What follows belongs to an exercise in optimizing a design on an open flow for small area, a short achievable clock period and few clock cycles per item; a production flow would make more cautious choices. Function was checked by simulation only, so behaviour that the tests miss may differ from the original.

==> flow/design.v <==
module fft_ram_2ports (
  input clk,
  input [29:0] in,
  output [29:0] out
);
reg [30*64-1:0] dl;
assign out = dl[30*64-1 -: 30];
always @(posedge clk) dl <= {dl[30*63-1:0], in};
endmodule
module rom_w(input [5:0] t, output [31:0] w);
function [31:0] wtab; input [5:0] t; begin case (t)
  6'd0: wtab = 32'h7fff0000;
  6'd1: wtab = 32'h7fd88648;
  6'd2: wtab = 32'h7f618c8c;
  6'd3: wtab = 32'h7e9c92c8;
  6'd4: wtab = 32'h7d8998f9;
  6'd5: wtab = 32'h7c299f1a;
  6'd6: wtab = 32'h7a7ca528;
  6'd7: wtab = 32'h7884ab1f;
  6'd8: wtab = 32'h7641b0fb;
  6'd9: wtab = 32'h73b5b6ba;
  6'd10: wtab = 32'h70e2bc56;
  6'd11: wtab = 32'h6dc9c1ce;
  6'd12: wtab = 32'h6a6dc71c;
  6'd13: wtab = 32'h66cfcc3f;
  6'd14: wtab = 32'h62f1d133;
  6'd15: wtab = 32'h5ed7d5f5;
  6'd16: wtab = 32'h5a82da82;
  6'd17: wtab = 32'h55f5ded7;
  6'd18: wtab = 32'h5133e2f1;
  6'd19: wtab = 32'h4c3fe6cf;
  6'd20: wtab = 32'h471cea6d;
  6'd21: wtab = 32'h41ceedc9;
  6'd22: wtab = 32'h3c56f0e2;
  6'd23: wtab = 32'h36baf3b5;
  6'd24: wtab = 32'h30fbf641;
  6'd25: wtab = 32'h2b1ff884;
  6'd26: wtab = 32'h2528fa7c;
  6'd27: wtab = 32'h1f1afc29;
  6'd28: wtab = 32'h18f9fd89;
  6'd29: wtab = 32'h12c8fe9c;
  6'd30: wtab = 32'h0c8cff61;
  6'd31: wtab = 32'h0648ffd8;
  6'd32: wtab = 32'h0000ffff;
  6'd33: wtab = 32'h8648ffd8;
  6'd34: wtab = 32'h8c8cff61;
  6'd35: wtab = 32'h92c8fe9c;
  6'd36: wtab = 32'h98f9fd89;
  6'd37: wtab = 32'h9f1afc29;
  6'd38: wtab = 32'ha528fa7c;
  6'd39: wtab = 32'hab1ff884;
  6'd40: wtab = 32'hb0fbf641;
  6'd41: wtab = 32'hb6baf3b5;
  6'd42: wtab = 32'hbc56f0e2;
  6'd43: wtab = 32'hc1ceedc9;
  6'd44: wtab = 32'hc71cea6d;
  6'd45: wtab = 32'hcc3fe6cf;
  6'd46: wtab = 32'hd133e2f1;
  6'd47: wtab = 32'hd5f5ded7;
  6'd48: wtab = 32'hda82da82;
  6'd49: wtab = 32'hded7d5f5;
  6'd50: wtab = 32'he2f1d133;
  6'd51: wtab = 32'he6cfcc3f;
  6'd52: wtab = 32'hea6dc71c;
  6'd53: wtab = 32'hedc9c1ce;
  6'd54: wtab = 32'hf0e2bc56;
  6'd55: wtab = 32'hf3b5b6ba;
  6'd56: wtab = 32'hf641b0fb;
  6'd57: wtab = 32'hf884ab1f;
  6'd58: wtab = 32'hfa7ca528;
  6'd59: wtab = 32'hfc299f1a;
  6'd60: wtab = 32'hfd8998f9;
  6'd61: wtab = 32'hfe9c92c8;
  6'd62: wtab = 32'hff618c8c;
  6'd63: wtab = 32'hffd88648;
  default: wtab = 32'h0; endcase end endfunction
assign w = wtab(t);
endmodule
module mult16x16_cpx #(parameter S = 2) (
  input clk,
  input [6:0] p,           
  input [31:0] in,
  input [31:0] ine,        
  input [31:0] ino,        
  output reg [31:0] out
);
function [15:0] f;
  input [15:0] v;
  integer i;
  begin
    if (!v[15] && v[14:0] != 15'd0)
      for (i = 0; i < 16; i = i + 1) f[i] = v[i] ^ ((v & ((16'd1 << i) - 16'd1)) == 16'd0);
    else if (v == 16'h8000) f = 16'h8001;
    else f = v;
  end
endfunction
function [15:0] g;
  input [15:0] v;
  integer i;
  begin
    if (v[15]) g = ~v;
    else for (i = 0; i < 16; i = i + 1) g[i] = ~v[i] ^ ((v & ((16'd1 << i) - 16'd1)) == 16'd0);
  end
endfunction
function [15:0] sat;
  input [32:0] v;
  begin
    if (v[32:30] == 3'b000 || v[32:30] == 3'b111) sat = v[30:15];
    else sat = v[32] ? 16'h8000 : 16'h7fff;
  end
endfunction
wire [15:0] br = in[31:16], bi = in[15:0];
generate if (S == 2) begin : s2
  wire [31:0] te = {f(ine[31:16]), f(ine[15:0])};
  wire [31:0] to = {f(ino[15:0]), g(ino[31:16])};
  always @(posedge clk)
    if (!p[5]) out <= in;
    else if (!p[6]) out <= te;
    else out <= to;
end else begin : s3
  reg [31:0] a1, a2;
  reg [1:0] m1, m2;              
  reg w32;
  reg signed [17:0] u1, v1;
  reg [32:0] us, uc, vs, vc;
  wire signed [15:0] sbr = br, sbi = bi;
  wire signed [17:0] sm = sbr + sbi, df = sbi - sbr;
  wire signed [17:0] nsm = -sm;
  wire [32:0] ue = {{15{u1[17]}}, u1};
  wire [32:0] ve = {{15{v1[17]}}, v1};
  wire [32:0] ua = ue << 14, ub = ue << 13, ucn = ~(ue << 11), ud = ue << 9, uf = ue << 7, ug = ue << 1;
  wire [32:0] va = ve << 14, vb = ve << 13, vcn = ~(ve << 11), vd = ve << 9, vf = ve << 7, vg = ve << 1;
  wire [32:0] one = 33'd1;
  wire [32:0] ux1 = ua ^ ub ^ ucn, uy1 = ((ua & ub) | (ua & ucn) | (ub & ucn)) << 1;
  wire [32:0] ux2 = ud ^ uf ^ ug, uy2 = ((ud & uf) | (ud & ug) | (uf & ug)) << 1;
  wire [32:0] ux3 = ux1 ^ uy1 ^ ux2, uy3 = ((ux1 & uy1) | (ux1 & ux2) | (uy1 & ux2)) << 1;
  wire [32:0] ux4 = ux3 ^ uy3 ^ uy2, uy4 = ((ux3 & uy3) | (ux3 & uy2) | (uy3 & uy2)) << 1;
  wire [32:0] ux5 = ux4 ^ uy4 ^ one, uy5 = ((ux4 & uy4) | (ux4 & one) | (uy4 & one)) << 1;
  wire [32:0] vx1 = va ^ vb ^ vcn, vy1 = ((va & vb) | (va & vcn) | (vb & vcn)) << 1;
  wire [32:0] vx2 = vd ^ vf ^ vg, vy2 = ((vd & vf) | (vd & vg) | (vf & vg)) << 1;
  wire [32:0] vx3 = vx1 ^ vy1 ^ vx2, vy3 = ((vx1 & vy1) | (vx1 & vx2) | (vy1 & vx2)) << 1;
  wire [32:0] vx4 = vx3 ^ vy3 ^ vy2, vy4 = ((vx3 & vy3) | (vx3 & vy2) | (vy3 & vy2)) << 1;
  wire [32:0] vx5 = vx4 ^ vy4 ^ one, vy5 = ((vx4 & vy4) | (vx4 & one) | (vy4 & one)) << 1;
  wire [32:0] ku = us + uc, kv = vs + vc;
  wire [15:0] ar1 = a1[31:16], ai1 = a1[15:0];
  always @(posedge clk) begin
    a1 <= in;
    m1 <= !p[4] ? 2'd0 : !p[6] ? 2'd1 : p[5] ? 2'd3 : 2'd2;
    w32 <= p[5];
    u1 <= p[5] ? df : sm;
    v1 <= p[5] ? nsm : df;
    if (m1 == 2'd0) a2 <= a1;
    else if (!w32) a2 <= {f(ar1), f(ai1)};
    else a2 <= {f(ai1), g(ar1)};
    m2 <= m1;
    us <= ux5; uc <= uy5; vs <= vx5; vc <= vy5;
    if (m2[1]) out <= {sat(ku), sat(kv)};
    else out <= a2;
  end
end endgenerate
endmodule
module macc2 (
  input clk,
  input [15:0] x1, input [23:0] d1,
  input [15:0] x2, input [23:0] d2,
  output [32:0] mac
);
wire [16:0] xe1 = {x1[15], x1};
wire [16:0] pp1_0 = (({17{d1[1]}} & xe1) | ({17{d1[0]}} & {x1, 1'b0})) ^ {17{d1[2]}};
wire [16:0] pp1_1 = (({17{d1[4]}} & xe1) | ({17{d1[3]}} & {x1, 1'b0})) ^ {17{d1[5]}};
wire [16:0] pp1_2 = (({17{d1[7]}} & xe1) | ({17{d1[6]}} & {x1, 1'b0})) ^ {17{d1[8]}};
wire [16:0] pp1_3 = (({17{d1[10]}} & xe1) | ({17{d1[9]}} & {x1, 1'b0})) ^ {17{d1[11]}};
wire [16:0] pp1_4 = (({17{d1[13]}} & xe1) | ({17{d1[12]}} & {x1, 1'b0})) ^ {17{d1[14]}};
wire [16:0] pp1_5 = (({17{d1[16]}} & xe1) | ({17{d1[15]}} & {x1, 1'b0})) ^ {17{d1[17]}};
wire [16:0] pp1_6 = (({17{d1[19]}} & xe1) | ({17{d1[18]}} & {x1, 1'b0})) ^ {17{d1[20]}};
wire [16:0] pp1_7 = (({17{d1[22]}} & xe1) | ({17{d1[21]}} & {x1, 1'b0})) ^ {17{d1[23]}};
wire [16:0] xe2 = {x2[15], x2};
wire [16:0] pp2_0 = (({17{d2[1]}} & xe2) | ({17{d2[0]}} & {x2, 1'b0})) ^ {17{d2[2]}};
wire [16:0] pp2_1 = (({17{d2[4]}} & xe2) | ({17{d2[3]}} & {x2, 1'b0})) ^ {17{d2[5]}};
wire [16:0] pp2_2 = (({17{d2[7]}} & xe2) | ({17{d2[6]}} & {x2, 1'b0})) ^ {17{d2[8]}};
wire [16:0] pp2_3 = (({17{d2[10]}} & xe2) | ({17{d2[9]}} & {x2, 1'b0})) ^ {17{d2[11]}};
wire [16:0] pp2_4 = (({17{d2[13]}} & xe2) | ({17{d2[12]}} & {x2, 1'b0})) ^ {17{d2[14]}};
wire [16:0] pp2_5 = (({17{d2[16]}} & xe2) | ({17{d2[15]}} & {x2, 1'b0})) ^ {17{d2[17]}};
wire [16:0] pp2_6 = (({17{d2[19]}} & xe2) | ({17{d2[18]}} & {x2, 1'b0})) ^ {17{d2[20]}};
wire [16:0] pp2_7 = (({17{d2[22]}} & xe2) | ({17{d2[21]}} & {x2, 1'b0})) ^ {17{d2[23]}};
wire [32:0] tar1 = {1'b0, 1'b0, 1'b0, 1'b0, 1'b0, 1'b0, 1'b0, 1'b0, 1'b0, 1'b0, 1'b0, 1'b0, 1'b0, 1'b0, 1'b0, 1'b0, ~pp1_0[16], pp1_0[15], pp1_0[14], pp1_0[13], pp1_0[12], pp1_0[11], pp1_0[10], pp1_0[9], pp1_0[8], pp1_0[7], pp1_0[6], pp1_0[5], pp1_0[4], pp1_0[3], pp1_0[2], pp1_0[1], pp1_0[0]};
wire [32:0] tar2 = {1'b0, 1'b0, 1'b0, 1'b0, 1'b0, 1'b0, 1'b0, 1'b0, 1'b0, 1'b0, 1'b0, 1'b0, 1'b0, 1'b0, ~pp1_1[16], pp1_1[15], pp1_1[14], pp1_1[13], pp1_1[12], pp1_1[11], pp1_1[10], pp1_1[9], pp1_1[8], pp1_1[7], pp1_1[6], pp1_1[5], pp1_1[4], pp1_1[3], pp1_1[2], pp1_1[1], pp1_1[0], 1'b0, d1[2]};
wire [32:0] tar3 = {1'b0, 1'b0, 1'b0, 1'b0, 1'b0, 1'b0, 1'b0, 1'b0, 1'b0, 1'b0, 1'b0, 1'b0, ~pp1_2[16], pp1_2[15], pp1_2[14], pp1_2[13], pp1_2[12], pp1_2[11], pp1_2[10], pp1_2[9], pp1_2[8], pp1_2[7], pp1_2[6], pp1_2[5], pp1_2[4], pp1_2[3], pp1_2[2], pp1_2[1], pp1_2[0], 1'b0, d1[5], 1'b0, 1'b0};
wire [32:0] tar4 = {1'b0, 1'b0, 1'b0, 1'b0, 1'b0, 1'b0, 1'b0, 1'b0, 1'b0, 1'b0, ~pp1_3[16], pp1_3[15], pp1_3[14], pp1_3[13], pp1_3[12], pp1_3[11], pp1_3[10], pp1_3[9], pp1_3[8], pp1_3[7], pp1_3[6], pp1_3[5], pp1_3[4], pp1_3[3], pp1_3[2], pp1_3[1], pp1_3[0], 1'b0, d1[8], 1'b0, 1'b0, 1'b0, 1'b0};
wire [32:0] tar5 = {1'b0, 1'b0, 1'b0, 1'b0, 1'b0, 1'b0, 1'b0, 1'b0, ~pp1_4[16], pp1_4[15], pp1_4[14], pp1_4[13], pp1_4[12], pp1_4[11], pp1_4[10], pp1_4[9], pp1_4[8], pp1_4[7], pp1_4[6], pp1_4[5], pp1_4[4], pp1_4[3], pp1_4[2], pp1_4[1], pp1_4[0], 1'b0, d1[11], 1'b0, 1'b0, 1'b0, 1'b0, 1'b0, 1'b0};
wire [32:0] tar6 = {1'b0, 1'b0, 1'b0, 1'b0, 1'b0, 1'b0, ~pp1_5[16], pp1_5[15], pp1_5[14], pp1_5[13], pp1_5[12], pp1_5[11], pp1_5[10], pp1_5[9], pp1_5[8], pp1_5[7], pp1_5[6], pp1_5[5], pp1_5[4], pp1_5[3], pp1_5[2], pp1_5[1], pp1_5[0], 1'b0, d1[14], 1'b0, 1'b0, 1'b0, 1'b0, 1'b0, 1'b0, 1'b0, 1'b0};
wire [32:0] tar7 = {1'b0, 1'b0, 1'b0, 1'b0, ~pp1_6[16], pp1_6[15], pp1_6[14], pp1_6[13], pp1_6[12], pp1_6[11], pp1_6[10], pp1_6[9], pp1_6[8], pp1_6[7], pp1_6[6], pp1_6[5], pp1_6[4], pp1_6[3], pp1_6[2], pp1_6[1], pp1_6[0], 1'b0, d1[17], 1'b0, 1'b0, 1'b0, 1'b0, 1'b0, 1'b0, 1'b0, 1'b0, 1'b0, 1'b0};
wire [32:0] tar8 = {1'b0, 1'b0, ~pp1_7[16], pp1_7[15], pp1_7[14], pp1_7[13], pp1_7[12], pp1_7[11], pp1_7[10], pp1_7[9], pp1_7[8], pp1_7[7], pp1_7[6], pp1_7[5], pp1_7[4], pp1_7[3], pp1_7[2], pp1_7[1], pp1_7[0], 1'b0, d1[20], 1'b0, 1'b0, 1'b0, 1'b0, 1'b0, 1'b0, 1'b0, 1'b0, 1'b0, 1'b0, 1'b0, 1'b0};
wire [32:0] tar9 = {1'b1, 1'b0, 1'b1, 1'b0, 1'b1, 1'b0, 1'b1, 1'b0, 1'b1, 1'b0, 1'b1, 1'b0, 1'b1, 1'b0, 1'b1, 1'b1, 1'b0, 1'b0, d1[23], 1'b0, 1'b0, 1'b0, 1'b0, 1'b0, 1'b0, 1'b0, 1'b0, 1'b0, 1'b0, 1'b0, 1'b0, 1'b0, 1'b0};
wire [32:0] tas10 = tar1 ^ tar2 ^ tar3;
wire [32:0] tac11 = ((tar1 & tar2) | (tar1 & tar3) | (tar2 & tar3)) << 1;
wire [32:0] tas12 = tar4 ^ tar5 ^ tar6;
wire [32:0] tac13 = ((tar4 & tar5) | (tar4 & tar6) | (tar5 & tar6)) << 1;
wire [32:0] tas14 = tar7 ^ tar8 ^ tar9;
wire [32:0] tac15 = ((tar7 & tar8) | (tar7 & tar9) | (tar8 & tar9)) << 1;
wire [32:0] tas16 = tas10 ^ tac11 ^ tas12;
wire [32:0] tac17 = ((tas10 & tac11) | (tas10 & tas12) | (tac11 & tas12)) << 1;
wire [32:0] tas18 = tac13 ^ tas14 ^ tac15;
wire [32:0] tac19 = ((tac13 & tas14) | (tac13 & tac15) | (tas14 & tac15)) << 1;
wire [32:0] tas20 = tas16 ^ tac17 ^ tas18;
wire [32:0] tac21 = ((tas16 & tac17) | (tas16 & tas18) | (tac17 & tas18)) << 1;
wire [32:0] tas22 = tas20 ^ tac21 ^ tac19;
wire [32:0] tac23 = ((tas20 & tac21) | (tas20 & tac19) | (tac21 & tac19)) << 1;
wire [32:0] tbr24 = {1'b0, 1'b0, 1'b0, 1'b0, 1'b0, 1'b0, 1'b0, 1'b0, 1'b0, 1'b0, 1'b0, 1'b0, 1'b0, 1'b0, 1'b0, 1'b0, ~pp2_0[16], pp2_0[15], pp2_0[14], pp2_0[13], pp2_0[12], pp2_0[11], pp2_0[10], pp2_0[9], pp2_0[8], pp2_0[7], pp2_0[6], pp2_0[5], pp2_0[4], pp2_0[3], pp2_0[2], pp2_0[1], pp2_0[0]};
wire [32:0] tbr25 = {1'b0, 1'b0, 1'b0, 1'b0, 1'b0, 1'b0, 1'b0, 1'b0, 1'b0, 1'b0, 1'b0, 1'b0, 1'b0, 1'b0, ~pp2_1[16], pp2_1[15], pp2_1[14], pp2_1[13], pp2_1[12], pp2_1[11], pp2_1[10], pp2_1[9], pp2_1[8], pp2_1[7], pp2_1[6], pp2_1[5], pp2_1[4], pp2_1[3], pp2_1[2], pp2_1[1], pp2_1[0], 1'b0, d2[2]};
wire [32:0] tbr26 = {1'b0, 1'b0, 1'b0, 1'b0, 1'b0, 1'b0, 1'b0, 1'b0, 1'b0, 1'b0, 1'b0, 1'b0, ~pp2_2[16], pp2_2[15], pp2_2[14], pp2_2[13], pp2_2[12], pp2_2[11], pp2_2[10], pp2_2[9], pp2_2[8], pp2_2[7], pp2_2[6], pp2_2[5], pp2_2[4], pp2_2[3], pp2_2[2], pp2_2[1], pp2_2[0], 1'b0, d2[5], 1'b0, 1'b0};
wire [32:0] tbr27 = {1'b0, 1'b0, 1'b0, 1'b0, 1'b0, 1'b0, 1'b0, 1'b0, 1'b0, 1'b0, ~pp2_3[16], pp2_3[15], pp2_3[14], pp2_3[13], pp2_3[12], pp2_3[11], pp2_3[10], pp2_3[9], pp2_3[8], pp2_3[7], pp2_3[6], pp2_3[5], pp2_3[4], pp2_3[3], pp2_3[2], pp2_3[1], pp2_3[0], 1'b0, d2[8], 1'b0, 1'b0, 1'b0, 1'b0};
wire [32:0] tbr28 = {1'b0, 1'b0, 1'b0, 1'b0, 1'b0, 1'b0, 1'b0, 1'b0, ~pp2_4[16], pp2_4[15], pp2_4[14], pp2_4[13], pp2_4[12], pp2_4[11], pp2_4[10], pp2_4[9], pp2_4[8], pp2_4[7], pp2_4[6], pp2_4[5], pp2_4[4], pp2_4[3], pp2_4[2], pp2_4[1], pp2_4[0], 1'b0, d2[11], 1'b0, 1'b0, 1'b0, 1'b0, 1'b0, 1'b0};
wire [32:0] tbr29 = {1'b0, 1'b0, 1'b0, 1'b0, 1'b0, 1'b0, ~pp2_5[16], pp2_5[15], pp2_5[14], pp2_5[13], pp2_5[12], pp2_5[11], pp2_5[10], pp2_5[9], pp2_5[8], pp2_5[7], pp2_5[6], pp2_5[5], pp2_5[4], pp2_5[3], pp2_5[2], pp2_5[1], pp2_5[0], 1'b0, d2[14], 1'b0, 1'b0, 1'b0, 1'b0, 1'b0, 1'b0, 1'b0, 1'b0};
wire [32:0] tbr30 = {1'b0, 1'b0, 1'b0, 1'b0, ~pp2_6[16], pp2_6[15], pp2_6[14], pp2_6[13], pp2_6[12], pp2_6[11], pp2_6[10], pp2_6[9], pp2_6[8], pp2_6[7], pp2_6[6], pp2_6[5], pp2_6[4], pp2_6[3], pp2_6[2], pp2_6[1], pp2_6[0], 1'b0, d2[17], 1'b0, 1'b0, 1'b0, 1'b0, 1'b0, 1'b0, 1'b0, 1'b0, 1'b0, 1'b0};
wire [32:0] tbr31 = {1'b0, 1'b0, ~pp2_7[16], pp2_7[15], pp2_7[14], pp2_7[13], pp2_7[12], pp2_7[11], pp2_7[10], pp2_7[9], pp2_7[8], pp2_7[7], pp2_7[6], pp2_7[5], pp2_7[4], pp2_7[3], pp2_7[2], pp2_7[1], pp2_7[0], 1'b0, d2[20], 1'b0, 1'b0, 1'b0, 1'b0, 1'b0, 1'b0, 1'b0, 1'b0, 1'b0, 1'b0, 1'b0, 1'b0};
wire [32:0] tbr32 = {1'b0, 1'b0, 1'b0, 1'b0, 1'b0, 1'b0, 1'b0, 1'b0, 1'b0, 1'b0, 1'b0, 1'b0, 1'b0, 1'b0, 1'b0, 1'b0, 1'b0, 1'b0, d2[23], 1'b0, 1'b0, 1'b0, 1'b0, 1'b0, 1'b0, 1'b0, 1'b0, 1'b0, 1'b0, 1'b0, 1'b0, 1'b0, 1'b0};
wire [32:0] tbs33 = tbr24 ^ tbr25 ^ tbr26;
wire [32:0] tbc34 = ((tbr24 & tbr25) | (tbr24 & tbr26) | (tbr25 & tbr26)) << 1;
wire [32:0] tbs35 = tbr27 ^ tbr28 ^ tbr29;
wire [32:0] tbc36 = ((tbr27 & tbr28) | (tbr27 & tbr29) | (tbr28 & tbr29)) << 1;
wire [32:0] tbs37 = tbr30 ^ tbr31 ^ tbr32;
wire [32:0] tbc38 = ((tbr30 & tbr31) | (tbr30 & tbr32) | (tbr31 & tbr32)) << 1;
wire [32:0] tbs39 = tbs33 ^ tbc34 ^ tbs35;
wire [32:0] tbc40 = ((tbs33 & tbc34) | (tbs33 & tbs35) | (tbc34 & tbs35)) << 1;
wire [32:0] tbs41 = tbc36 ^ tbs37 ^ tbc38;
wire [32:0] tbc42 = ((tbc36 & tbs37) | (tbc36 & tbc38) | (tbs37 & tbc38)) << 1;
wire [32:0] tbs43 = tbs39 ^ tbc40 ^ tbs41;
wire [32:0] tbc44 = ((tbs39 & tbc40) | (tbs39 & tbs41) | (tbc40 & tbs41)) << 1;
wire [32:0] tbs45 = tbs43 ^ tbc44 ^ tbc42;
wire [32:0] tbc46 = ((tbs43 & tbc44) | (tbs43 & tbc42) | (tbc44 & tbc42)) << 1;
reg [32:0] q0, q1, q2, q3;
always @(posedge clk) begin
  q0 <= tas22;
  q1 <= tac23;
  q2 <= tbs45;
  q3 <= tbc46;
end
wire [32:0] mr47 = q0;
wire [32:0] mr48 = q1;
wire [32:0] mr49 = q2;
wire [32:0] mr50 = q3;
wire [32:0] ms51 = mr47 ^ mr48 ^ mr49;
wire [32:0] mc52 = ((mr47 & mr48) | (mr47 & mr49) | (mr48 & mr49)) << 1;
wire [32:0] ms53 = ms51 ^ mc52 ^ mr50;
wire [32:0] mc54 = ((ms51 & mc52) | (ms51 & mr50) | (mc52 & mr50)) << 1;
assign mac = ms53 + mc54;
endmodule
module booth_enc (input s, input [14:0] m, output [23:0] d);
wire [17:0] e = {2'b00, m, 1'b0};
genvar j;
generate for (j = 0; j < 8; j = j + 1) begin : g
  wire b0 = e[2*j], b1 = e[2*j+1], b2 = e[2*j+2];
  wire one = b1 ^ b0;
  wire two = (b2 & ~b1 & ~b0) | (~b2 & b1 & b0);
  wire ng = b2 & ~(b1 & b0);
  assign d[3*j+2 -: 3] = {(one | two) & (ng ^ s), one, two};
end endgenerate
endmodule
module fft_ram_ad #(parameter I = 0, parameter J = 6) (
  input clk,
  input [6:0] p,           
  input [31:0] in,
  output [31:0] out
);
localparam L = (1 << J) - (1 << I);
reg [32*L-1:0] bf;
wire [31:0] bo = bf[32*L-1 -: 32];
wire sel = p[J] & ~p[I];
assign out = sel ? in : bo;
always @(posedge clk) begin
  bf <= {bf[32*L-33:0], sel ? bo : in};
end
endmodule
module radix_2 (
  input clk,
  input [6:0] p,           
  input [31:0] in,
  output [31:0] out
);
function [15:0] sat;
  input [32:0] v;
  begin
    if (v[32:30] == 3'b000 || v[32:30] == 3'b111) sat = v[30:15];
    else sat = v[32] ? 16'h8000 : 16'h7fff;
  end
endfunction
wire [6:0] pn = p + 7'd1;
wire [5:0] t = {p[1], p[2], p[3], p[4], p[5], p[6]};
wire [31:0] w;           
rom_w rom(.t(t), .w(w));
reg ph;                  
always @(posedge clk) begin
  ph <= pn[0];
end
reg [31:0] a_hold, a_r, a_r2, b_r, bh;
reg [15:0] xa, xb;       
reg wsr, wsi;
reg [14:0] wmr, wmi;
reg [23:0] y1d, y2d;     
reg n1s, n2s;
reg [14:0] n1m, n2m;     
wire [23:0] n1d, n2d;
booth_enc be1(.s(n1s), .m(n1m), .d(n1d));
booth_enc be2(.s(n2s), .m(n2m), .d(n2d));
reg [32:0] pa, pb;
wire [32:0] mac;
macc2 mc(.clk(clk), .x1(xa), .d1(y1d), .x2(xb), .d2(y2d), .mac(mac));
wire signed [15:0] tr = sat(pb), ti = sat(pa);    
wire signed [15:0] ar = a_r2[31:16], ai = a_r2[15:0];
wire signed [16:0] sr = ar + tr, si = ai + ti, dr = ar - tr, di = ai - ti;
assign out = ph ? {sr[16:1], si[16:1]} : bh;
always @(*)
  if (ph) begin
    n1s = w[31]; n1m = w[30:16]; n2s = ~w[15]; n2m = w[14:0];
  end else begin
    n1s = wsi; n1m = wmi; n2s = wsr; n2m = wmr;
  end
always @(posedge clk) begin
  if (!ph) a_hold <= in;
  if (ph) begin
    xa <= in[31:16]; xb <= in[15:0];
    wsr <= w[31]; wmr <= w[30:16]; wsi <= w[15]; wmi <= w[14:0];
  end else begin
    xa <= b_r[31:16]; xb <= b_r[15:0];
  end
  y1d <= n1d; y2d <= n2d;
  if (ph) begin
    b_r <= in; a_r <= a_hold;
    a_r2 <= a_r;
  end
  pa <= mac;
  pb <= pa;
  if (ph) bh <= {dr[16:1], di[16:1]};
end
endmodule
module tw_mult2 #(parameter S = 4) (
  input clk,
  input [6:0] p,           
  input [31:0] in,
  output [31:0] out
);
localparam DB = 7 - S;
localparam D = 1 << DB;
localparam L = D + 4;
function [15:0] sat;
  input [32:0] v;
  begin
    if (v[32:30] == 3'b000 || v[32:30] == 3'b111) sat = v[30:15];
    else sat = v[32] ? 16'h8000 : 16'h7fff;
  end
endfunction
wire [6:0] pn = p + 7'd1;
wire [DB:0] rn = {~pn[DB], pn[DB-1:0]};
wire [DB-1:0] kn = rn[DB:1];                
wire [DB-1:0] kwn = rn[DB:1] - 2'd2;        
wire [5:0] pr6 = {p[1], p[2], p[3], p[4], p[5], p[6]};
wire [5:0] t = (pr6 & ((6'd1 << (S - 1)) - 6'd1)) << (7 - S);
wire [31:0] w;           
rom_w rom(.t(t), .w(w));
reg r0, rodd;                  
reg [D-1:0] rsel;              
reg [L-1:0] wsel;              
integer m;
always @(posedge clk) begin
  r0 <= rn == 0;
  rodd <= rn[0];
  for (m = 0; m < D; m = m + 1) rsel[m] <= !rn[0] && kn == m;
  for (m = 0; m < L; m = m + 1) wsel[m] <= !rn[0] && m == kwn + 4;
end
reg [32*L-1:0] line;
assign out = line[32*L-1 -: 32];
reg [31:0] bsrc;
always @(*) begin
  bsrc = in;
  for (m = 1; m < D; m = m + 1)
    if (rsel[m]) bsrc = line[32*(m-1) +: 32];
end
reg [31:0] b_r;
reg [15:0] xa, xb;       
reg wsr, wsi;
reg [14:0] wmr, wmi;
reg [23:0] y1d, y2d;     
reg n1s, n2s;
reg [14:0] n1m, n2m;     
wire [23:0] n1d, n2d;
booth_enc be1(.s(n1s), .m(n1m), .d(n1d));
booth_enc be2(.s(n2s), .m(n2m), .d(n2d));
reg [32:0] pa, pb;
wire [32:0] mac;
macc2 mc(.clk(clk), .x1(xa), .d1(y1d), .x2(xb), .d2(y2d), .mac(mac));
wire [31:0] res = {sat(pb), sat(pa)};    
always @(*)
  if (r0) begin
    n1s = w[31]; n1m = w[30:16]; n2s = ~w[15]; n2m = w[14:0];
  end else if (rodd) begin
    n1s = wsi; n1m = wmi; n2s = wsr; n2m = wmr;
  end else begin
    n1s = wsr; n1m = wmr; n2s = ~wsi; n2m = wmi;
  end
always @(posedge clk) begin
  if (!rodd) b_r <= bsrc;
  if (r0) begin
    xa <= bsrc[31:16]; xb <= bsrc[15:0];
    wsr <= w[31]; wmr <= w[30:16]; wsi <= w[15]; wmi <= w[14:0];
  end else if (rodd) begin
    xa <= b_r[31:16]; xb <= b_r[15:0];
  end else begin
    xa <= bsrc[31:16]; xb <= bsrc[15:0];
  end
  y1d <= n1d; y2d <= n2d;
  pa <= mac;
  pb <= pa;
  line[31:0] <= in;
  for (m = 1; m < L; m = m + 1)
    line[32*m +: 32] <= wsel[m] ? res : line[32*(m-1) +: 32];
end
endmodule
module butterfly2 #(parameter D = 8, parameter R = 1, parameter NB = 16) (
  input clk,
  input bsel,
  input [31:0] in,
  output [31:0] out
);
localparam WB = 2 * NB;
reg [WB*D-1:0] dl;
wire [WB-1:0] at = dl[WB*D-1 -: WB];
wire [31:0] a = {{(16-NB){at[WB-1]}}, at[WB-1:NB], {(16-NB){at[NB-1]}}, at[NB-1:0]};
wire signed [15:0] ar = a[31:16], ai = a[15:0];
wire signed [15:0] tr = in[31:16], ti = in[15:0];
wire signed [16:0] sr = ar + tr;
wire signed [16:0] si = ai + ti;
wire signed [16:0] dr = ar - tr;
wire signed [16:0] di = ai - ti;
wire [31:0] dl_w = bsel ? {dr[16:1], di[16:1]} : in;
wire [WB-1:0] dl_in = {dl_w[16+NB-1:16], dl_w[NB-1:0]};
wire [31:0] o = bsel ? {sr[16:1], si[16:1]} : a;
reg [31:0] o_r;
assign out = R ? o_r : o;
always @(posedge clk) begin
  if (D == 1) dl <= dl_in;
  else dl <= {dl[WB*D-WB-1:0], dl_in};
  o_r <= o;
end
endmodule
module fft_128_ctr #(parameter LAST = 321, parameter OUT0 = 194) (
  input clk,
  input rst,
  input ce,
  output reg [9:0] cnt,
  output reg oe
);
reg running;
always @(posedge clk or negedge rst)
  if (!rst) begin
    running <= 1'b0;
    cnt <= 10'd0;
  end else if (ce && !running) begin
    running <= 1'b1;
    cnt <= 10'd1;
  end else if (running) begin
    cnt <= cnt + 10'd1;
    if (cnt == LAST) begin
      running <= 1'b0;
      cnt <= 10'd0;
    end
  end
always @(posedge clk)
  if (!running) oe <= 1'b0;
  else if (cnt == OUT0) oe <= 1'b1;
endmodule
`timescale 1ns / 1ps
module fft_insert128(
  input clk,
  input rst,
  input ce,
  input [31:0] din,
  output oe,
  output reg [31:0] dout
);
localparam T2 = 1;              
localparam C2 = T2 + 1;         
localparam T3 = C2 + 33;
localparam C3 = T3 + 3;
localparam T4 = C3 + 16;
localparam C4 = T4 + 12;
localparam T5 = C4 + 8;
localparam C5 = T5 + 8;
localparam T6 = C5 + 4;
localparam C6 = T6 + 6;
localparam T7 = C6 + 2;
localparam R1 = T7 + 5;
localparam R2 = R1 + 63;
localparam R3 = R2 + 30;
localparam RO = R3 + 12;        
localparam LAST = RO + 127;
wire [9:0] cnt;
fft_128_ctr #(.LAST(LAST), .OUT0(RO)) ctr (
  .clk(clk), .rst(rst), .ce(ce), .cnt(cnt), .oe(oe));
function [6:0] pos;
  input [9:0] c;
  input integer t;
  reg [9:0] d;
  begin
    d = c - t;
    pos = d[6:0];
  end
endfunction
reg [31:0] xin;
always @(posedge clk) xin <= din;
wire [29:0] xh = {xin[31:17], xin[15:1]};
wire [29:0] xrep;
fft_ram_2ports replay(.clk(clk), .in(xh), .out(xrep));
reg [6:0] p2;
wire [29:0] s1 = p2[6] ? xrep : xh;
wire [31:0] s1w = {s1[29], s1[29:15], s1[14], s1[14:0]};
wire [31:0] xhw = {xh[29], xh[29:15], xh[14], xh[14:0]};
wire [31:0] xrw = {xrep[29], xrep[29:15], xrep[14], xrep[14:0]};
wire [31:0] t2o, c2o, t3o, c3o, t4o, c4o, t5o, c5o, t6o, c6o, s7o, r1o, r2o, r3o;
reg [6:0] pc2, pt3, pc3, pt4, pc4, pt5, pc5, pt6, pc6, pt7, pr1, pr2, pr3;
always @(posedge clk) begin
  p2 <= pos(cnt, T2 - 1);
  pc2 <= pos(cnt, C2 - 1); pt3 <= pos(cnt, T3 - 1); pc3 <= pos(cnt, C3 - 1);
  pt4 <= pos(cnt, T4 - 1); pc4 <= pos(cnt, C4 - 1); pt5 <= pos(cnt, T5 - 1);
  pc5 <= pos(cnt, C5 - 1); pt6 <= pos(cnt, T6 - 1); pc6 <= pos(cnt, C6 - 1);
  pt7 <= pos(cnt, T7 - 1); pr1 <= pos(cnt, R1 - 1); pr2 <= pos(cnt, R2 - 1);
  pr3 <= pos(cnt, R3 - 1);
end
mult16x16_cpx #(.S(2)) tw2 (.clk(clk), .p(p2), .in(s1w), .ine(xhw), .ino(xrw), .out(t2o));
butterfly2 #(.D(32), .NB(15)) bf2 (.clk(clk), .bsel(pc2[5]), .in(t2o), .out(c2o));
mult16x16_cpx #(.S(3)) tw3 (.clk(clk), .p(pt3), .in(c2o), .ine(32'd0), .ino(32'd0), .out(t3o));
butterfly2 #(.D(16), .R(0)) bf3 (.clk(clk), .bsel(pc3[4]), .in(t3o), .out(c3o));
tw_mult2 #(.S(4)) tw4 (.clk(clk), .p(pt4), .in(c3o), .out(t4o));
butterfly2 #(.D(8), .R(0)) bf4 (.clk(clk), .bsel(pc4[3]), .in(t4o), .out(c4o));
tw_mult2 #(.S(5)) tw5 (.clk(clk), .p(pt5), .in(c4o), .out(t5o));
butterfly2 #(.D(4), .R(0)) bf5 (.clk(clk), .bsel(pc5[2]), .in(t5o), .out(c5o));
tw_mult2 #(.S(6)) tw6 (.clk(clk), .p(pt6), .in(c5o), .out(t6o));
butterfly2 #(.D(2), .R(0)) bf6 (.clk(clk), .bsel(pc6[1]), .in(t6o), .out(c6o));
radix_2 st7 (.clk(clk), .p(pt7), .in(c6o), .out(s7o));
fft_ram_ad #(.I(0), .J(6)) sw1 (.clk(clk), .p(pr1), .in(s7o), .out(r1o));
fft_ram_ad #(.I(1), .J(5)) sw2 (.clk(clk), .p(pr2), .in(r1o), .out(r2o));
fft_ram_ad #(.I(2), .J(4)) sw3 (.clk(clk), .p(pr3), .in(r2o), .out(r3o));
always @(posedge clk) dout <= r3o;
endmodule
==> flow/flow/run.sh <==
#!/bin/bash
# The standard layout (the standard.sh, all steps, standard synthesis),
# with two changes to how the layout is optimised:
#  - repair_timing aims at 6.7 ns of setup slack (SETUP_SLACK_MARGIN), so
#    paths are sized for a shorter period than the 10 ns constraint;
#  - the port buffers that buffer_ports inserts on every input and output
#    are sky130_fd_sc_hd__buf_4 (BUFFER_PORTS_ARGS).
# The full output of the flow goes to standard.log in this folder (ORFS
# also keeps each step's log under orfs/logs/).
set -euo pipefail
export SETUP_SLACK_MARGIN=6.7
export BUFFER_PORTS_ARGS="-buffer_cell sky130_fd_sc_hd__buf_4"
bash standard.sh > standard.log 2>&1
==> flow/standard.sh <==
#!/bin/bash
# synth_recipe.tcl (not shown) runs the flow's synth.tcl, then flattens the netlist and writes it again
# the make line also repeats each setting of config.mk as NAME=value (left out here)
make -C /OpenROAD-flow-scripts/flow DESIGN_CONFIG=/design/flow/config.mk WORK_HOME=/design/flow/orfs CLKGATE_MAP_FILE= SYNTH_SCRIPT=/design/flow/synth_recipe.tcl "${@:-finish}"
==> flow/config.mk <==
export PLATFORM = sky130hd
export DESIGN_NAME = fft_insert128
export DESIGN_NICKNAME = fft_insert128
export VERILOG_FILES = /design/flow/design.v
export SDC_FILE = /design/flow/constraint.sdc
export NUM_CORES = 4
export LEC_CHECK = 0
export CAP_MARGIN = 20
export CORE_MARGIN = 2
export CORE_UTILIZATION = 50
export CTS_CLUSTER_DIAMETER = 120
export CTS_CLUSTER_SIZE = 24
export PLACE_DENSITY = 0.6
export SLEW_MARGIN = 20
export SYNTH_MEMORY_MAX_BITS = 32768
==> flow/constraint.sdc <==
create_clock -name core_clock -period 10.0 [get_ports {clk}]
set_input_delay 2.0000 -clock core_clock [delete_from_list [all_inputs] [get_ports {clk}]]
set_output_delay 2.0000 -clock core_clock [all_outputs]
set_load 0.01 [all_outputs]
==> results of run 1 <==
worst max-delay path, delay by kind of cell (launching register included):
| kind | cells | cell delay [ns] |
|---|---|---|
| AO/OA/AOI/OAI | 8 | 1.55 |
| XOR/XNOR | 1 | 0.12 |
| adder cells (fa/ha/maj) | 3 | 1.28 |
| buffers and inverters | 1 | 0.16 |
| flip-flops | 1 | 0.34 |
| AND/OR/NAND/NOR | 2 | 0.48 |
Yosys cell counts, types with 95 or more instances:
cell	n	area, um^2
a21oi_1	813	4070
a22oi_1	962	7220
buf_1	107	402
clkbuf_1	950	3570
dfxtp_1	9494	190000
edfxtp_1	369	11100
fa_1	996	19900
ha_1	1290	16100
inv_1	1417	5320
mux2_2	628	7070
mux2i_1	237	2370
nand2_1	878	3300
nand3_1	152	761
nor2_1	1345	5050
nor2b_1	95	594
nor3_1	171	856
o21a_1	99	743
o21ai_0	677	3390
o31ai_1	99	743
xnor2_1	1000	8760
xor2_1	561	4910
state kept, by name, summed over array words and instances (netlist names), 64 cells and up:
| signal | flops |
|---|---|
| bf6.dl | 64 |
| bf4.dl | 256 |
| sw1.bf | 2016 |
| tw4.line | 384 |
| tw6.line | 192 |
| bf5.dl | 128 |
| replay.dl | 1920 |
| sw2.bf | 960 |
| tw5.line | 256 |
| bf2.dl | 960 |
| bf3.dl | 512 |
| sw3.bf | 384 |
per-stage QoR:
stage / cells / setup slack, ns
floorplan: 23585 / 6.37
global placement: 30805 / 5.28
detailed placement: 30805 / 5.24
CTS: 31481 / 6.12
global route: 31689 / 5.83
finish: 31695 / 6.09
cells by family (layout without fill, tap and decap cells):
logic type                 count (synthesis)  after routing  synth area share
and+or+nand+nor                         3063           3063            0.0438
muxes                                    865            865            0.0309
other                                      0             98                 0
xor gates and xnor gates                1561           1561            0.0447
AOI/OAI and AO/OA                       3437           3438            0.0734
DFF                                     9874           9874             0.659
adders and majority gates               2286           2286             0.118
buffers and inverters                   2499           2418            0.0307
worst max path at each step:
stage | startpoint | to | slack [ns]
after floorplan | tw4.mc.q0[13] | tw4.pa[31] | 6.37
after global placement | st7.pb[32] | dout[25] | 5.28
after detailed placement | st7.pb[32] | dout[25] | 5.24
after CTS | tw4.mc.q0[13] | tw4.pa[29] | 6.12
after global routing | tw4.mc.q0[13] | tw4.pa[31] | 5.83
final | tw4.mc.q0[13] | tw4.pa[31] | 6.09
final cells by class:
class / count / area share
multi-input cells: 11213 / 0.297
clock buffers: 529 / 0.0350
repair buffers: 420 / 0.0112
flip-flops and latches: 9874 / 0.608
diodes: 98 / 0.000737
well taps: 8092 / 0.0304
inverters: 1435 / 0.0163
clock inverters: 34 / 0.00204
repair_timing:
action                                  CTS  global route
gates resized for setup                 775           596
buffers inserted                        111           114
gates cloned                              2             1
endpoints found under the setup margin  704           544
pin swaps                               166           248
per-layer routing:
metal	global-route usage	up-vias	routed length, um
met3	0.0211	934	22900
met5	0	-	60
met2	0.312	2895	275000
li1	-	76913	-
met1	0.248	76066	265000
met4	0.0700	10	23800
==> results.txt, run 1 <==
- Outcome: no timing/DRC/antenna violations
- Nets: roughly 26,000
- Cell variety after synth: 91
- H-tree depth: 5
- Total CTS buffers: 452
- Ys flop type: dfxtp_1
- Crit end category: flip-flop
- Register-to-Register Setup Slack: ~6 ns
- Synthesized area: 306,000 um^2
- Syn Nets: around 26,000
- Post-route ant nets: 0
- Initial antenna violation count: 31
- Fin util: 0.546
- Final instance area: 333,000 um^2
- Hold WC Path Type: reg2reg
- Initial DRC Count: between 9,000 and 10,000
- Reg-to-reg endpoint: tw4.pa[31]
- GRT Util Overall: 0.186
- Unrepaired setup endpoints after global routing: true
- Vias in the first global route: 155,380
- Syn avg cell area: ~13 um^2
- Placer Congestion: 0.838
- Final period utilization: 0.391
- Vias/cell: a little under 5
- Share of post-route cells with drive strength above 1: 0.108
- Highest clock rate: 256 MHz
- Root Driver: clkbuf_16
- Synth warnings: 19
- Crit path launch type: flip-flop
- FP Rows: about 290
- Worst slew pin tran: approximately 1.1 ns
- Synth async-reset ratio: 0.00111
- CP Cell Sequence: fa_1, fa_1, ha_4, a211oi_4, o21ai_2, a221o_1, or3_1, o211ai_1, buf_4, a31oi_4, o21a_1, o2111ai_2, nand3b_1, a21oi_2, xnor2_1
- Hold Path Depth: 0
- Commonest non-fill, non-tap cell in the layout: dfxtp_1
- Vias: around 160k
- DP Area: ~310,000 um^2
- Clock slew at reported path FFs: about 0.1 ns
- Max Root-Sink Buffers: 4
- CTS tree: done
- CP most frequent cell: fa_1
- Port Buffers: 65
- R2R Path Start: tw4.mc.q0[13]
- Final count of hold timing violations: 0
- Final HPWL DP: ~400,000 um
- Post-synthesis sequential area ratio: 0.659
- Hold path startpoint: bf5.dl[74]
- Slew headroom: 0.244
- Avg WL per Cell: 18.5 um
- Final wirelength: between 500,000 and 600,000 um
- Slowest CP cell: fa_1
- Crit Path Category: reg2reg
- Max Cap Violations: 0
- Std-Cell Core Area: around 610,000 um^2
- DRC Markers: 0
- Hold path endpoint: bf5.dl[106]
- Hold Buf Count CTS: 0
- Hold Slack: between 0.2 and 0.3 ns
- Setup Skew: slightly above 0.1 ns
- Grt ovf: 0
- Area taken by flip-flops and latches: between 200,000 and 250,000 um^2
- Multi-input logic area: just under 100,000 um^2
- Mapped Cells: 23,585
- Die span in x: around 790 um
- Worst EP arrival: approximately 5 ns
- Clk Latency, worst-skew pair: ~1.1 ns
- Post-synth EDFFs: between 300 and 400
- Max-slew violations: 0
- Commonest non-fill, non-tap cells in the layout: dfxtp_1, inv_1, nor2_1
- Fin crit period: between 3 and 4 ns
- Drt pass-1 iters: 6
- Total Die Area: between 600,000 and 700,000 um^2
- Yosys reg bits: 9,874
- Die span in y: approximately 800 um
- Final setup violating endpoints: 0
- Crit path max fanout: 3
- Slowest cell delay on critical path: ~0.55 ns
- Fillers: ~50,000
- I/O pin count: between 60 and 70
- Required @ worst endpoint: 11.03 ns
- Worst R2R Path Depth: 15
- Setup_tns: 0 ns
- Starting Density: 0.501
- P&R area growth vs syn: 8.86%
- First-pass GRT wire length: approximately 900,000 um
- Largest net degree at the start of global routing: 99
- Sink Count: approximately 9,900
Testbench counts, summed over its fixed seeds: cycles 16,024, frames 48.
==> run 2, diff against run 1 <==
--- a/flow/design.v
+++ b/flow/design.v
@@ -122,14 +122,16 @@
   reg [1:0] m1, m2;              
   reg w32;
   reg signed [17:0] u1, v1;
+  reg vn;                        
   reg [32:0] us, uc, vs, vc;
   wire signed [15:0] sbr = br, sbi = bi;
   wire signed [17:0] sm = sbr + sbi, df = sbi - sbr;
-  wire signed [17:0] nsm = -sm;
   wire [32:0] ue = {{15{u1[17]}}, u1};
   wire [32:0] ve = {{15{v1[17]}}, v1};
   wire [32:0] ua = ue << 14, ub = ue << 13, ucn = ~(ue << 11), ud = ue << 9, uf = ue << 7, ug = ue << 1;
-  wire [32:0] va = ve << 14, vb = ve << 13, vcn = ~(ve << 11), vd = ve << 9, vf = ve << 7, vg = ve << 1;
+  wire [32:0] vx = {33{vn}};
+  wire [32:0] va = (ve << 14) ^ vx, vb = (ve << 13) ^ vx, vcn = ~(ve << 11) ^ vx, vd = (ve << 9) ^ vx, vf = (ve << 7) ^ vx, vg = (ve << 1) ^ vx;
+  wire [32:0] vone = vn ? 33'd5 : 33'd1;
   wire [32:0] one = 33'd1;
   wire [32:0] ux1 = ua ^ ub ^ ucn, uy1 = ((ua & ub) | (ua & ucn) | (ub & ucn)) << 1;
   wire [32:0] ux2 = ud ^ uf ^ ug, uy2 = ((ud & uf) | (ud & ug) | (uf & ug)) << 1;
@@ -140,7 +142,7 @@
   wire [32:0] vx2 = vd ^ vf ^ vg, vy2 = ((vd & vf) | (vd & vg) | (vf & vg)) << 1;
   wire [32:0] vx3 = vx1 ^ vy1 ^ vx2, vy3 = ((vx1 & vy1) | (vx1 & vx2) | (vy1 & vx2)) << 1;
   wire [32:0] vx4 = vx3 ^ vy3 ^ vy2, vy4 = ((vx3 & vy3) | (vx3 & vy2) | (vy3 & vy2)) << 1;
-  wire [32:0] vx5 = vx4 ^ vy4 ^ one, vy5 = ((vx4 & vy4) | (vx4 & one) | (vy4 & one)) << 1;
+  wire [32:0] vx5 = vx4 ^ vy4 ^ vone, vy5 = ((vx4 & vy4) | (vx4 & vone) | (vy4 & vone)) << 1;
   wire [32:0] ku = us + uc, kv = vs + vc;
   wire [15:0] ar1 = a1[31:16], ai1 = a1[15:0];
   always @(posedge clk) begin
@@ -148,7 +150,8 @@
     m1 <= !p[4] ? 2'd0 : !p[6] ? 2'd1 : p[5] ? 2'd3 : 2'd2;
     w32 <= p[5];
     u1 <= p[5] ? df : sm;
-    v1 <= p[5] ? nsm : df;
+    v1 <= p[5] ? sm : df;
+    vn <= p[5];
     if (m1 == 2'd0) a2 <= a1;
     else if (!w32) a2 <= {f(ar1), f(ai1)};
     else a2 <= {f(ai1), g(ar1)};
@@ -244,7 +247,71 @@
 wire [32:0] mc52 = ((mr47 & mr48) | (mr47 & mr49) | (mr48 & mr49)) << 1;
 wire [32:0] ms53 = ms51 ^ mc52 ^ mr50;
 wire [32:0] mc54 = ((ms51 & mc52) | (ms51 & mr50) | (mc52 & mr50)) << 1;
-assign mac = ms53 + mc54;
+kadd33 fa(.a(ms53), .b(mc54), .s(mac));
+endmodule
+module kadd33 (input [32:0] a, input [32:0] b, output [32:0] s);
+wire [32:0] g0 = a & b, p0 = a ^ b;
+wire [32:0] g1, p1;
+genvar i1;
+generate for (i1 = 0; i1 < 33; i1 = i1 + 1) begin : l1
+  if (i1 < 1) begin
+    assign g1[i1] = g0[i1]; assign p1[i1] = p0[i1];
+  end else begin
+    assign g1[i1] = g0[i1] | (p0[i1] & g0[i1-1]);
+    assign p1[i1] = p0[i1] & p0[i1-1];
+  end
+end endgenerate
+wire [32:0] g2, p2;
+genvar i2;
+generate for (i2 = 0; i2 < 33; i2 = i2 + 1) begin : l2
+  if (i2 < 2) begin
+    assign g2[i2] = g1[i2]; assign p2[i2] = p1[i2];
+  end else begin
+    assign g2[i2] = g1[i2] | (p1[i2] & g1[i2-2]);
+    assign p2[i2] = p1[i2] & p1[i2-2];
+  end
+end endgenerate
+wire [32:0] g4, p4;
+genvar i4;
+generate for (i4 = 0; i4 < 33; i4 = i4 + 1) begin : l4
+  if (i4 < 4) begin
+    assign g4[i4] = g2[i4]; assign p4[i4] = p2[i4];
+  end else begin
+    assign g4[i4] = g2[i4] | (p2[i4] & g2[i4-4]);
+    assign p4[i4] = p2[i4] & p2[i4-4];
+  end
+end endgenerate
+wire [32:0] g8, p8;
+genvar i8;
+generate for (i8 = 0; i8 < 33; i8 = i8 + 1) begin : l8
+  if (i8 < 8) begin
+    assign g8[i8] = g4[i8]; assign p8[i8] = p4[i8];
+  end else begin
+    assign g8[i8] = g4[i8] | (p4[i8] & g4[i8-8]);
+    assign p8[i8] = p4[i8] & p4[i8-8];
+  end
+end endgenerate
+wire [32:0] g16, p16;
+genvar i16;
+generate for (i16 = 0; i16 < 33; i16 = i16 + 1) begin : l16
+  if (i16 < 16) begin
+    assign g16[i16] = g8[i16]; assign p16[i16] = p8[i16];
+  end else begin
+    assign g16[i16] = g8[i16] | (p8[i16] & g8[i16-16]);
+    assign p16[i16] = p8[i16] & p8[i16-16];
+  end
+end endgenerate
+wire [32:0] g32, p32;
+genvar i32;
+generate for (i32 = 0; i32 < 33; i32 = i32 + 1) begin : l32
+  if (i32 < 32) begin
+    assign g32[i32] = g16[i32]; assign p32[i32] = p16[i32];
+  end else begin
+    assign g32[i32] = g16[i32] | (p16[i32] & g16[i32-32]);
+    assign p32[i32] = p16[i32] & p16[i32-32];
+  end
+end endgenerate
+assign s = p0 ^ {g32[31:0], 1'b0};
 endmodule
 module booth_enc (input s, input [14:0] m, output [23:0] d);
 wire [17:0] e = {2'b00, m, 1'b0};
==> run 2 against run 1 <==
Worst setup slack better by 0.16 ns. Clock skew is 0.016 ns lower. Count of clock-buffer cells in the layout is 3 lower. Via count is 0.12% higher. First-iteration DRC count is 1.5% higher. Core utilization is 0.13 points higher. Critical path depth is 2 higher. Area after synthesis is 0.21% higher. Critical path type unchanged.
==> results.txt, run 2 <==
- Outcome: no timing/DRC/antenna violations
- Clk Latency, worst-skew pair: 1.07 ns
- Die span in x: approximately 800 um
- Total CTS buffers: approximately 460
- Placer Congestion: roughly 0.84
- Slew headroom: 0.257
- CTS tree: done
- Largest Register: sw1.bf
- Crit Path Category: reg2reg
- Crit end category: flip-flop
- Final setup violating endpoints: 0
- Syn avg cell area: 13.0 um^2
- Sink Count: slightly below 10,000
- Ys flop type: dfxtp_1
- Synthesized area: 306,000 um^2
- Setup_tns: 0 ns
- Max-slew violations: 0
- First-pass GRT wire length: 908,000 um
- Required @ worst endpoint: 10.98 ns
- Vias in the first global route: 156,204
- Share of post-route cells with drive strength above 1: 0.111
- Cell variety after synth: 95
- Drt pass-1 iters: 8
- Vias/cell: 4.95
- Slowest cell delay on critical path: 0.52 ns
- Final wirelength: ~580,000 um
- Top-count cell post-synth: dfxtp_1
- Final count of hold timing violations: 0
- Crit path max fanout: 3
- Grt ovf: 0
- Commonest cells in the netlist: dfxtp_1, inv_1, ha_1
- Die span in y: about 800 um
- Max Root-Sink Buffers: 4
- Post-synth EDFFs: 369
- Setup Skew: roughly 0.085 ns
- Place WS: about 5.5 ns
- Slowest CP cell: fa_1
- FP Rows: approximately 290
- Hold path endpoint: replay.dl[1638]
- Total Die Area: just over 600,000 um^2
- Fin crit period: roughly 3.8 ns
- GRT Util Overall: 0.184
- Worst EP arrival: 4.73 ns
- Yosys reg bits: just under 10,000
- Top cells by area, synth: dfxtp_1, fa_1, ha_1, edfxtp_1, xnor2_1
- Post-synth top area share: 0.620
- Crit path launch type: flip-flop
- Post-synthesis sequential area ratio: 0.657
- Nets: 25,779
- Setup ws final: between 6 and 7 ns
- Avg WL per Cell: 18.4 um
- Std-Cell Core Area: roughly 600,000 um^2
- Mapped Cells: roughly 24,000
- Worst R2R Path Depth: 17
- Synth async-reset ratio: 0.00111
- P&R area growth vs syn: 9.02%
- Max Cap Violations: 0
- Hold WC Path Type: reg2reg
- R2R Path Start: tw5.mc.q0[4]
- Largest register FFs: roughly 2,000
- Unrepaired setup endpoints after global routing: true
- DP Area: around 310,000 um^2
- Initial antenna violation count: 26
- DRC Markers: 0
- Commonest non-fill, non-tap cell in the layout: dfxtp_1
- Final HPWL DP: slightly above 400,000 um
- Clock slew at reported path FFs: 0.10 ns
- Synth warnings: 19
- Commonest non-fill, non-tap cells in the layout: dfxtp_1, inv_1, ha_1
- Biggest regs: sw1.bf x2016, replay.dl x1920
- Final period utilization: 0.375
- H-tree depth: 5
- Final instance area: about 330,000 um^2
- Initial DRC Count: 9,523
- Largest net degree at the start of global routing: between 90 and 100
- I/O pin count: between 60 and 70
- Hold path startpoint: replay.dl[1608]
- Reg-to-reg endpoint: tw5.pa[22]
- Hold Path Depth: 0
- CP Cell Sequence: fa_1, inv_1, fa_1, inv_2, ha_4, a2111oi_4, o21ai_2, a31oi_4, a21oi_2, a211oi_4, buf_4, buf_6, nor2_2, o21a_1, o21a_1, nor2_1, xnor2_1
- Highest clock rate: roughly 270 MHz
- Port Buffers: between 60 and 70
- Worst slew pin tran: 1.11 ns
- Post-route ant nets: 0
- Starting Density: 0.502
- Cell taking the most area after synthesis: dfxtp_1
- Hold Slack: ~0.27 ns
- Syn Nets: ~26,000
- Root Driver: clkbuf_16
- Vias: 157,004
- Register-to-Register Setup Slack: between 6 and 7 ns
[run 2: changes by cell type after synthesis, sizes merged, moves of 30 or more]
cell and delta:
or3 -33, nor2 -92, nand2 +60, o21ai -50, a31oi +48, nand3 +30, mux2i +32, a21oi -68
[run 2: worst max path at each step]
| stage | to | cells past startpoint | slack, ns | startpoint |
|---|---|---|---|---|
| after floorplan | tw5.pa[32] | 15 | 6.49 | tw5.mc.q0[4] |
| after global placement | dout[27] | 13 | 5.55 | st7.pb[32] |
| after detailed placement | dout[27] | 13 | 5.48 | st7.pb[32] |
| after CTS | tw5.pa[32] | 15 | 6.20 | tw5.mc.q0[4] |
| after global routing | tw5.pa[25] | 17 | 6.09 | tw5.mc.q0[4] |
| final | tw5.pa[22] | 17 | 6.25 | tw5.mc.q0[4] |
[run 2: layer usage]
metal  vias to the layer above  GRT usage  share of wire
li1                      77027          -              -
met1                     76288      0.243           0.45
met2                      2776      0.315           0.48
met3                       913     0.0193          0.035
met4                         0     0.0665          0.037
met5                         -          0              0
[run 2: per-stage QoR]
step | utilization | cells
after floorplan | - | 23615
after global placement | 0.515 | 30833
after detailed placement | 0.515 | 30833
after CTS | 0.542 | 31542
after global routing | 0.547 | 31712
final | 0.547 | 31718
[run 2: worst max-delay path: cells and delay by family, from the launching register on]
family	cells	cell delay (ns)
XOR/XNOR	1	0.12
flip-flops	1	0.33
adder cells (fa/ha/maj)	3	1.23
buffers and inverters	4	0.37
AND/OR/NAND/NOR	2	0.16
AO/OA/AOI/OAI	7	1.47
[run 2: area by class of cell]
cell class / instances / area [um^2]
diodes: 61 / 153
clock buffers: 526 / 11700
clock inverters: 43 / 961
fillers: 50728 / 277000
inverters: 1451 / 5490
multi-input cells: 11220 / 99500
flip-flops and latches: 9875 / 202000
well taps: 8092 / 10100
repair buffers: 447 / 3940
repair inverters: 3 / 20.0
[run 2: repair_timing]
action,in CTS,in global routing
buffers inserted,136,112
hold buffers,0,0
endpoints found under the setup margin,673,510
resized for setup,759,544
pin swaps,165,227
cloned,4,3
[run 2: logic make-up (layout without fill, tap and decap cells)]
| logic type | after synthesis | in the layout | synth area share |
|---|---|---|---|
| other cells | 0 | 61 | 0 |
| buf+inv | 2522 | 2470 | 0.0309 |
| simple gates | 3041 | 3041 | 0.0433 |
| mux | 910 | 910 | 0.0323 |
| fa+ha+maj | 2291 | 2291 | 0.118 |
| flops | 9875 | 9875 | 0.657 |
| xor+xnor | 1606 | 1606 | 0.0459 |
| compound gates | 3370 | 3372 | 0.0724 |
Testbench counts of run 2, summed over its fixed seeds: cycles 16,024, frames 48.

==> static timing again, ports no longer ideal <==
Ports are ideal in the flow. The routed layouts listed here were re-timed in OpenROAD.
Step 1 assumes that a clkbuf_16 drives the clock port and a buf_2 every other input.
Step 2 times the ports against the registers' clock, not the clock port: input delays grow and output delays shrink by t, the midpoint of the rising clock arrivals with the driver on.
Slacks: ideal ports / drivers / drivers and shift; pairs: ideal ports / drivers.
run | shift t [ns] | slack for setup (ns) | hold WS [ns] | worst setup path after step 2 | clock arrival spread, ns
run 1 | 1.171 | 6.091 / 6.091 / 6.091 | 0.265 / 0.265 / 0.265 | register to register | 0.112 / 0.113
run 2 | 1.167 | 6.248 / 6.248 / 6.248 | 0.270 / 0.270 / 0.270 | register to register | 0.102 / 0.102
After both steps setup and hold are still met in every run listed.
